What follows belongs to an exercise in optimizing a design on an open flow for small area, a short achievable clock period and few clock cycles per item; a production flow would make more cautious choices.
In this exercise RTL edits were held to simulation tests only and were not proved equivalent to the original.

## before
==> flow/design.v <==
`timescale 1ns/1ps
module updateNeuron
(
	input						clk				,
	input						rst_n			,
	input						i_run			,
	input						i_init			,
	input						i_s_lern		,
	input						i_s_infr		,
	input signed 	[24:0]  	exc_current		,
	input signed 	[24:0]  	inh_current		,
	output 						o_s_init		,
	output						o_spike			,
	output						o_valid			,
	output			[4:0]		o_neuron_idx	,
	output			[49:0]		d_c				,
	output			[4:0]		addr_c			,
	output						ce_c			,
	output						we_c			,
	input			[49:0]		q_c				,
	output			[54:0]		d_m				,
	output			[4:0]		addr_m			,
	output						ce_m			,
	output						we_m			,
	input			[54:0]		q_m
);
localparam [24:0] E_REST     = 25'd5242880;	 
localparam [24:0] E_EXC      = 25'd6881280;	 
localparam [24:0] E_INH      = 25'd3604480;	 
localparam [24:0] THRESH_ADD = 25'd11240;
localparam [24:0] INH_MAX    = 25'd655360;
localparam [24:0] VT_INIT    = 25'd5406720;
reg			busy2;		 
reg			busy;		 
reg			initing;	 
reg			init_rd;	 
reg	[4:0]	idx;
wire idle       = !busy2 && !busy && !initing;
wire run        = idle && i_run;
wire init_start = idle && i_init;
wire [4:0] idx_nx = (idx == 5'd17) ? 5'd0 : idx + 5'd1;
always @(posedge clk or negedge rst_n) begin
	if (!rst_n) begin
		busy2   <= 1'b0;
		busy    <= 1'b0;
		initing <= 1'b0;
		init_rd <= 1'b0;
		idx     <= 5'd0;
	end else begin
		busy2 <= run;
		busy  <= busy2;
		if (init_start) begin
			initing <= 1'b1;
			init_rd <= 1'b1;
		end else if (initing) begin
			init_rd <= 1'b0;
			if (idx == 5'd17)
				initing <= 1'b0;
			idx <= idx_nx;
		end else if (busy) begin
			idx <= idx_nx;
		end
	end
end
wire		mem_ce   = busy2 || busy || init_start || initing;
wire		mem_we   = busy || init_start || (initing && !init_rd);
wire [4:0]	mem_addr = busy2 ? idx_nx : init_rd ? 5'd0 : idx;
wire	[24:0]	q_ge = q_c[49:25];
wire	[24:0]	q_gi = q_c[24:0];
wire	[24:0]	q_vt = q_m[24:0];
wire	[24:0]	q_dvt = E_REST - q_vt;
reg		[24:0]	pf_g, pf_gi, pf_vm, pf_vt, pf_vtl;
reg				pf_ref;
reg		[3:0]	pf_cnt;
always @(posedge clk) begin
	pf_g   <= q_ge - {{3{q_ge[24]}}, q_ge[24:3]};
	pf_gi  <= q_gi - {4'd0, q_gi[24:4]};
	pf_vm  <= q_m[49:25];
	pf_vt  <= q_vt;
	pf_vtl <= q_vt + {{17{q_dvt[24]}}, q_dvt[24:17]};	 
	pf_ref <= q_m[54];
	pf_cnt <= q_m[53:50];
end
wire	[24:0]	ge_n = pf_g + exc_current;
wire	[24:0]	gi_v = pf_gi[23:0] + inh_current[23:0];
wire	[25:0]	gi_w = pf_gi[23:0] + inh_current[23:0] + (25'd16777216 - 25'd655361);
wire	[24:0]	gi_t = {pf_gi[24] ^ inh_current[24] ^ gi_v[24], gi_v[23:0]};
wire			gi_big = !gi_t[24] && (gi_v[24] ? gi_w[25] : (gi_w[25] | gi_w[24]));
wire	[24:0]	gi_n = gi_big ? INH_MAX : gi_t;
wire	[24:0]	d_exc = E_EXC - pf_vm;
wire	[24:0]	d_inh = E_INH - pf_vm;
wire	[17:0]	ma = pf_ref ? 18'd0 : d_exc[24:7];
wire	[17:0]	mb = pf_ref ? 18'd0 : d_inh[24:7];
wire	[24:0]	d_rest = E_REST - pf_vm;
wire	[24:0]	rr = pf_ref ? 25'd0 : {d_rest[24], d_rest[24:1]};
function [26:0] bz;
	input [24:0] x;
	input [2:0]  m;		 
	reg one, two, neg;
	reg [25:0] w;
	begin
		one = m[1] ^ m[0];
		two = (m[2] & ~m[1] & ~m[0]) | (~m[2] & m[1] & m[0]);
		neg = m[2];
		w = (one ? {x[24], x} : two ? {x, 1'b0} : 26'd0) ^ {26{neg}};
		bz = {~w[25], w};
	end
endfunction
wire [18:0] ma_x = {ma, 1'b0};
wire [18:0] mb_x = {mb, 1'b0};
wire [34:0] r1 [0:8];
wire [34:0] r2 [0:8];
wire [8:0]  n1, n2;
genvar gv;
generate for (gv = 0; gv < 9; gv = gv + 1) begin : g_pp
	assign r1[gv] = {8'd0, bz(ge_n, ma_x[2*gv+2:2*gv])} << (2*gv);
	assign r2[gv] = {8'd0, bz(gi_n, mb_x[2*gv+2:2*gv])} << (2*gv);
	assign n1[gv] = ma_x[2*gv+2];
	assign n2[gv] = mb_x[2*gv+2];
end endgenerate
wire [12:0] lo1 = r1[0][9:0] + r1[1][9:0] + r1[2][9:0] + r1[3][9:0] + r1[4][9:0]
				+ {n1[4], 1'b0, n1[3], 1'b0, n1[2], 1'b0, n1[1], 1'b0, n1[0]};
wire [12:0] lo2 = r2[0][9:0] + r2[1][9:0] + r2[2][9:0] + r2[3][9:0] + r2[4][9:0]
				+ {n2[4], 1'b0, n2[3], 1'b0, n2[2], 1'b0, n2[1], 1'b0, n2[0]};
localparam [34:0] KOFF = 35'h2AC000000;
localparam [24:0] KHI  = (KOFF >> 10) + (KOFF >> 10);
wire [25:0] h [0:18];
generate for (gv = 0; gv < 9; gv = gv + 1) begin : g_hi
	if (gv >= 6) begin : g_n
		assign h[gv]     = {1'b0, r1[gv][34:10]} | ({24'd0, n1[gv-1]} << (2*gv-12));
		assign h[gv + 9] = {1'b0, r2[gv][34:10]} | ({24'd0, n2[gv-1]} << (2*gv-12));
	end else begin : g_p
		assign h[gv]     = {1'b0, r1[gv][34:10]};
		assign h[gv + 9] = {1'b0, r2[gv][34:10]};
	end
end endgenerate
assign h[18] = {1'b0, rr + KHI + ({23'd0, n1[8]} << 6) + ({23'd0, n2[8]} << 6)};
function [51:0] csa;	 
	input [25:0] x, y, z;
	begin
		csa[25:0]  = x ^ y ^ z;
		csa[51:26] = {((x & y) | (x & z) | (y & z)), 1'b0};
	end
endfunction
wire [25:0] l1 [0:12];
wire [25:0] l2 [0:8];
wire [25:0] l3 [0:5];
generate for (gv = 0; gv < 6; gv = gv + 1) begin : g_l1
	assign {l1[2*gv+1], l1[2*gv]} = csa(h[3*gv], h[3*gv+1], h[3*gv+2]);
end endgenerate
assign l1[12] = h[18];
generate for (gv = 0; gv < 4; gv = gv + 1) begin : g_l2
	assign {l2[2*gv+1], l2[2*gv]} = csa(l1[3*gv], l1[3*gv+1], l1[3*gv+2]);
end endgenerate
assign l2[8] = l1[12];
generate for (gv = 0; gv < 3; gv = gv + 1) begin : g_l3
	assign {l3[2*gv+1], l3[2*gv]} = csa(l2[3*gv], l2[3*gv+1], l2[3*gv+2]);
end endgenerate
reg [25:0] s1_u [0:5];
reg [2:0]  s1_k1, s1_k2;
reg [24:0] s1_ge, s1_gi;
integer ii;
always @(posedge clk) begin
	for (ii = 0; ii < 6; ii = ii + 1)
		s1_u[ii] <= l3[ii];
	s1_k1 <= lo1[12:10];
	s1_k2 <= lo2[12:10];
	if (run) begin
		s1_ge <= ge_n;
		s1_gi <= gi_n;
	end
end
wire [28:0] qs = s1_u[0] + s1_u[1] + s1_u[2] + s1_u[3] + s1_u[4] + s1_u[5] + s1_k1 + s1_k2;
wire [31:0] ms = {pf_vm, 7'd0} + s1_u[0] + s1_u[1] + s1_u[2] + s1_u[3] + s1_u[4] + s1_u[5] + s1_k1 + s1_k2;
wire [6:0]  corr = {3'd0, qs[28:25]} + {6'd0, qs[24]};
wire [24:0] vm_c = {ms[31:25] - corr, ms[24:7]};
reg [24:0] s2_vm;
always @(posedge clk)
	s2_vm <= vm_c;
wire [24:0] vm_n = s2_vm;
function sgt;
	input [24:0] a, b;
	reg [24:0] g, e;
	reg r;
	integer i;
	begin
		g = a & ~b;
		e = a | ~b;
		g[24] = ~a[24] & b[24];
		e[24] = ~a[24] | b[24];
		r = 1'b0;
		for (i = 0; i < 25; i = i + 1)
			r = g[i] | (e[i] & r);
		sgt = r;
	end
endfunction
wire [24:0] vt_n = i_s_lern ? pf_vtl : pf_vt;
wire [24:0] vt_f = vt_n + (i_s_infr ? 25'd0 : THRESH_ADD);
wire        fire = sgt(vm_n, vt_n);
wire [3:0]  rc1    = pf_ref ? pf_cnt + 4'd1 : pf_cnt;
wire        eleven = (rc1 == 4'd11);
wire [49:0] c_out = (fire || pf_ref) ? 50'd0 : {s1_ge, s1_gi};
wire [54:0] m_out = {(pf_ref | fire) & ~eleven, eleven ? 4'd0 : rc1,
					 fire ? E_REST : vm_n, fire ? vt_f : vt_n};
assign ce_c   = mem_ce;
assign ce_m   = mem_ce;
assign we_c   = mem_we;
assign we_m   = mem_we;
assign addr_c = mem_addr;
assign addr_m = mem_addr;
assign d_c    = busy ? c_out : 50'd0;
assign d_m    = busy ? m_out : {1'b0, 4'd0, E_REST, VT_INIT};
assign o_s_init     = initing;
assign o_spike      = fire;
assign o_valid      = busy;
assign o_neuron_idx = idx;
endmodule
Settings: LEC_CHECK=0, CAP_MARGIN=20, CORE_MARGIN=2, CORE_UTILIZATION=40, SLEW_MARGIN=20; clock period 7.2 ns.
run.sh (not shown) runs the stock make flow with config.mk's settings and CLKGATE_MAP_FILE= SYNTH_SCRIPT=/design/flow/synth_recipe.tcl, a recipe that flattens the netlist after the stock synthesis.
Testbench counts of before, summed over its fixed seeds: cycles 7,776, items 2,592.
What after does differently from before at the input level:
--- a/flow/design.v
+++ b/flow/design.v
@@ -119,10 +119,17 @@
 	assign n2[gv] = mb_x[2*gv+2];
 end endgenerate
 wire [12:0] lo1 = r1[0][9:0] + r1[1][9:0] + r1[2][9:0] + r1[3][9:0] + r1[4][9:0]
 				+ {n1[4], 1'b0, n1[3], 1'b0, n1[2], 1'b0, n1[1], 1'b0, n1[0]};
-wire [12:0] lo2 = r2[0][9:0] + r2[1][9:0] + r2[2][9:0] + r2[3][9:0] + r2[4][9:0]
+wire [26:0] r2t [0:4];
+generate for (gv = 0; gv < 5; gv = gv + 1) begin : g_pp2t
+	assign r2t[gv] = bz(gi_t, mb_x[2*gv+2:2*gv]);
+end endgenerate
+wire [12:0] lo2 = r2t[0][9:0] + {r2t[1][7:0], 2'd0} + {r2t[2][5:0], 4'd0}
+				+ {r2t[3][3:0], 6'd0} + {r2t[4][1:0], 8'd0}
 				+ {n2[4], 1'b0, n2[3], 1'b0, n2[2], 1'b0, n2[1], 1'b0, n2[0]};
+wire [2:0]  k2_big = {2'd0, n2[0]} + {2'd0, n2[1]} + {2'd0, n2[2]} + {2'd0, n2[3]} + {2'd0, n2[4]};
+wire [2:0]  k2 = gi_big ? k2_big : lo2[12:10];
 localparam [34:0] KOFF = 35'h2AC000000;
 localparam [24:0] KHI  = (KOFF >> 10) + (KOFF >> 10);
 wire [25:0] h [0:18];
 generate for (gv = 0; gv < 9; gv = gv + 1) begin : g_hi
@@ -163,9 +170,9 @@
 always @(posedge clk) begin
 	for (ii = 0; ii < 6; ii = ii + 1)
 		s1_u[ii] <= l3[ii];
 	s1_k1 <= lo1[12:10];
-	s1_k2 <= lo2[12:10];
+	s1_k2 <= k2;
 	if (run) begin
 		s1_ge <= ge_n;
 		s1_gi <= gi_n;
 	end
Results
Re number of clock buffers in the layout: after is 2 down on before. Going from before to after, total number of multi-input combinational cells shrinks by 37. Worst setup path category = flip-flop to flip-flop: after; worst setup path category = input port to flip-flop: before. Number of nets in the layout (lower): after. Between after and before, the portion of the layout cell area used by clock cells does not differ in any meaningful way. after: sequential share of cell area higher than before. Compared to before, after shows a wider setup margin. On first-iteration DRC count, after does better than before. Worst hold slack, before and after: higher on before. Compared with before, after shows synthesized cell count lower by about 1.5%. after: met3 global-route usage lower than before.
Testbench counts of after, summed over its fixed seeds: cycles 7,776, items 2,592.

========
Another version of the RTL of updateNeuron (not shown whole).
For scale: roughly 5300 cells after synthesis, ~0.041 mm2 of cells after synthesis.
==> flow/config.mk <==
export PLATFORM = sky130hd
export DESIGN_NAME = updateNeuron
export DESIGN_NICKNAME = updateNeuron
export VERILOG_FILES = /design/flow/design.v
export SDC_FILE = /design/flow/constraint.sdc
export NUM_CORES = 4
export LEC_CHECK = 0
export ABC_AREA = 1
export CAP_MARGIN = 20
export CORE_MARGIN = 2
export CORE_UTILIZATION = 40
export SLEW_MARGIN = 20
==> flow/constraint.sdc <==
create_clock -name core_clock -period 7.2 [get_ports {clk}]
set_input_delay 1.4400 -clock core_clock [delete_from_list [all_inputs] [get_ports {clk}]]
set_output_delay 1.4400 -clock core_clock [all_outputs]
set_load 0.01 [all_outputs]
The first run finished but failed the layout checks on negative setup slack.
Testbench counts at the start, summed over its fixed seeds: cycles 5,184, items 2,592.
Change:
--- a/flow/design.v
+++ b/flow/design.v
@@ -164,39 +164,47 @@
 generate for (gv = 0; gv < 4; gv = gv + 1) begin : g_l2
 	assign {l2[2*gv+1], l2[2*gv]} = csa(l1[3*gv], l1[3*gv+1], l1[3*gv+2]);
 end endgenerate
 assign l2[8] = l1[12];
 generate for (gv = 0; gv < 3; gv = gv + 1) begin : g_l3
 	assign {l3[2*gv+1], l3[2*gv]} = csa(l2[3*gv], l2[3*gv+1], l2[3*gv+2]);
 end endgenerate
 generate for (gv = 0; gv < 2; gv = gv + 1) begin : g_l4
 	assign {l4[2*gv+1], l4[2*gv]} = csa(l3[3*gv], l3[3*gv+1], l3[3*gv+2]);
 end endgenerate
 assign {l5[1], l5[0]} = csa(l4[0], l4[1], l4[2]);
 assign l5[2] = l4[3];
-reg [25:0] s1_u0, s1_u1, s1_u2;
-reg [2:0]  s1_k1, s1_k2;
+wire [25:0] l6 [0:1];
+assign {l6[1], l6[0]} = csa(l5[0], l5[1], l5[2]);
+reg [25:0] s1_u0, s1_u1;
+reg [3:0]  s1_k;
 reg [24:0] s1_ge, s1_gi;
 always @(posedge clk) begin
-	s1_u0 <= l5[0];
-	s1_u1 <= l5[1];
-	s1_u2 <= l5[2];
-	s1_k1 <= lo1[12:10];
-	s1_k2 <= k2;
+	s1_u0 <= l6[0];
+	s1_u1 <= l6[1];
+	s1_k  <= {1'b0, lo1[12:10]} + {1'b0, k2};
 	s1_ge <= ge_n;
 	s1_gi <= gi_n;
 end
-wire [27:0] qs = s1_u0 + s1_u1 + s1_u2 + s1_k1 + s1_k2;
-wire [31:0] ms = {pf_vm, 7'd0} + s1_u0 + s1_u1 + s1_u2 + s1_k1 + s1_k2;
-wire [6:0]  corr = {4'd0, qs[27:25]} + {6'd0, qs[24]};
+wire [31:0] m_x = {6'd0, s1_u0};
+wire [31:0] m_y = {6'd0, s1_u1};
+wire [31:0] m_z = {pf_vm, 3'd0, s1_k};
+wire [31:0] m_s = m_x ^ m_y ^ m_z;
+wire [31:0] m_c = {((m_x & m_y) | (m_x & m_z) | (m_y & m_z)), 1'b0};
+wire [31:0] ms = m_s + m_c;
+wire [27:0] qq_z = {24'd0, s1_k};
+wire [27:0] qq_s = m_x[27:0] ^ m_y[27:0] ^ qq_z;
+wire [27:0] qq_c = {((m_x[26:0] & m_y[26:0]) | (m_x[26:0] & qq_z[26:0]) | (m_y[26:0] & qq_z[26:0])), 1'b0};
+wire [27:0] qs = qq_s + qq_c;
+wire [6:0]  corr = {3'd0, qs[27:25]} + {6'd0, qs[24]};
 wire [24:0] vm_n = {ms[31:25] - corr, ms[24:7]};
 function sgt;
 	input [24:0] a, b;
 	reg [31:0] g, e;
 	integer i, l;
 	begin
 		g = {7'd0, a & ~b};
 		e = {7'd0, a | ~b};
 		g[24] = ~a[24] & b[24];
 		e[24] = ~a[24] | b[24];
 		for (l = 1; l < 32; l = l * 2)
 			for (i = 31; i >= 0; i = i - 1)
@@ -206,25 +214,40 @@
 				end
 		sgt = g[24];
 	end
 endfunction
 reg         lern_r, infr_r;
 always @(posedge clk)
 	if (run) begin
 		lern_r <= i_s_lern;
 		infr_r <= i_s_infr;
 	end
 wire [24:0] vt_n = lern_r ? pf_vtl : pf_vt;
 wire [24:0] vt_f = vt_n + (infr_r ? 25'd0 : THRESH_ADD);
-wire        fire = sgt(vm_n, vt_n);
+wire [6:0]  yt = ms[31:25];
+wire [6:0]  vtop = vt_n[24:18];
+wire        low_gt = ms[24:7] > vt_n[17:0];
+wire [4:0]  fire_c;
+generate for (gv = 0; gv < 5; gv = gv + 1) begin : g_fire
+	wire [7:0] yb = {1'b0, yt ^ 7'h40};
+	wire [7:0] lhs = yb + ((yb < gv) ? 8'd128 : 8'd0);
+	wire [7:0] rhs = {1'b0, vtop ^ 7'h40} + gv;
+	wire [6:0] veq = vtop + gv;
+	assign fire_c[gv] = (lhs > rhs) | ((yt == veq) & low_gt);
+end endgenerate
+wire [8:0]  fire_t;
+generate for (gv = 0; gv < 9; gv = gv + 1) begin : g_fire_t
+	assign fire_t[gv] = fire_c[(gv + 1) / 2];
+end endgenerate
+wire        fire = fire_t[qs[27:24]];
 wire [3:0]  rc1    = pf_ref ? pf_cnt + 4'd1 : pf_cnt;
 wire        eleven = (rc1 == 4'd11);
 wire [49:0] c_out = (fire || pf_ref) ? 50'd0 : {s1_ge, s1_gi};
 wire [54:0] m_out = {(pf_ref | fire) & ~eleven, eleven ? 4'd0 : rc1,
 					 fire ? E_REST : vm_n, fire ? vt_f : vt_n};
 assign ce_c   = mem_ce;
 assign ce_m   = mem_ce;
 assign we_c   = mem_we;
 assign we_m   = mem_we;
 assign addr_c = mem_addr;
 assign addr_m = mem_addr;
 assign d_c    = busy ? c_out : 50'd0;
Effect: Now the flow completed with no timing, DRC or antenna violations. Area after synthesis rises by a few percent. Routed wire length came out higher by roughly a tenth. Register-to-register slack gets worse by 790 ps. Die area increases by a few percent. Count of clock-buffer cells in the layout went down by 1. Cell area went up by a few percent. Sequential share of layout area went down by 1.4 points. Via count climbs by a little under a tenth. Worst setup slack improves by 1000 ps. Sequential cell count came out lower by 27. Non-clock buffer count grows by 50. Synthesized cell count increases by a few percent. Fmax goes up by about a fifth.
Testbench counts after the change, summed over its fixed seeds: cycles 5,184, items 2,592.

[separate check: timing with driven ports]
How much do the figures lean on ideal ports? The routed layouts below were timed once more, with nothing changed but the port constraints.
Step 1 assumes that a clkbuf_16 drives the clock port and a buf_2 every other input.
Step 2, shift: input delay + t, output delay - t, t = (earliest + latest rising clock arrival at the registers) / 2. This alone moves slack from input paths to output paths.
a / b / c = no drivers / after step 1 / after step 2; a / b = the first two.
run | shift t [ns] | setup slack, ns | worst setup path at the end | clock arrival spread, ns
before | 0.724 | 0.235 / 0.292 / -0.432 | input to register | 0.045 / 0.045
after | 0.712 | 0.267 / 0.267 / -0.237 | input to register | 0.045 / 0.045
the first run of note 2 | 0.663 | -0.918 / -0.987 / -0.452 | input to register | 0.029 / 0.029
the second run of note 2 | 0.676 | 0.129 / 0.081 / -0.498 | input to register | 0.026 / 0.026
Met with ideal ports but missed after step 2: setup timing in before, after and the second run of note 2. For before, which loses most, drivers alone change the setup slack by +0.057 ns; drivers and shift together by -0.667 ns.
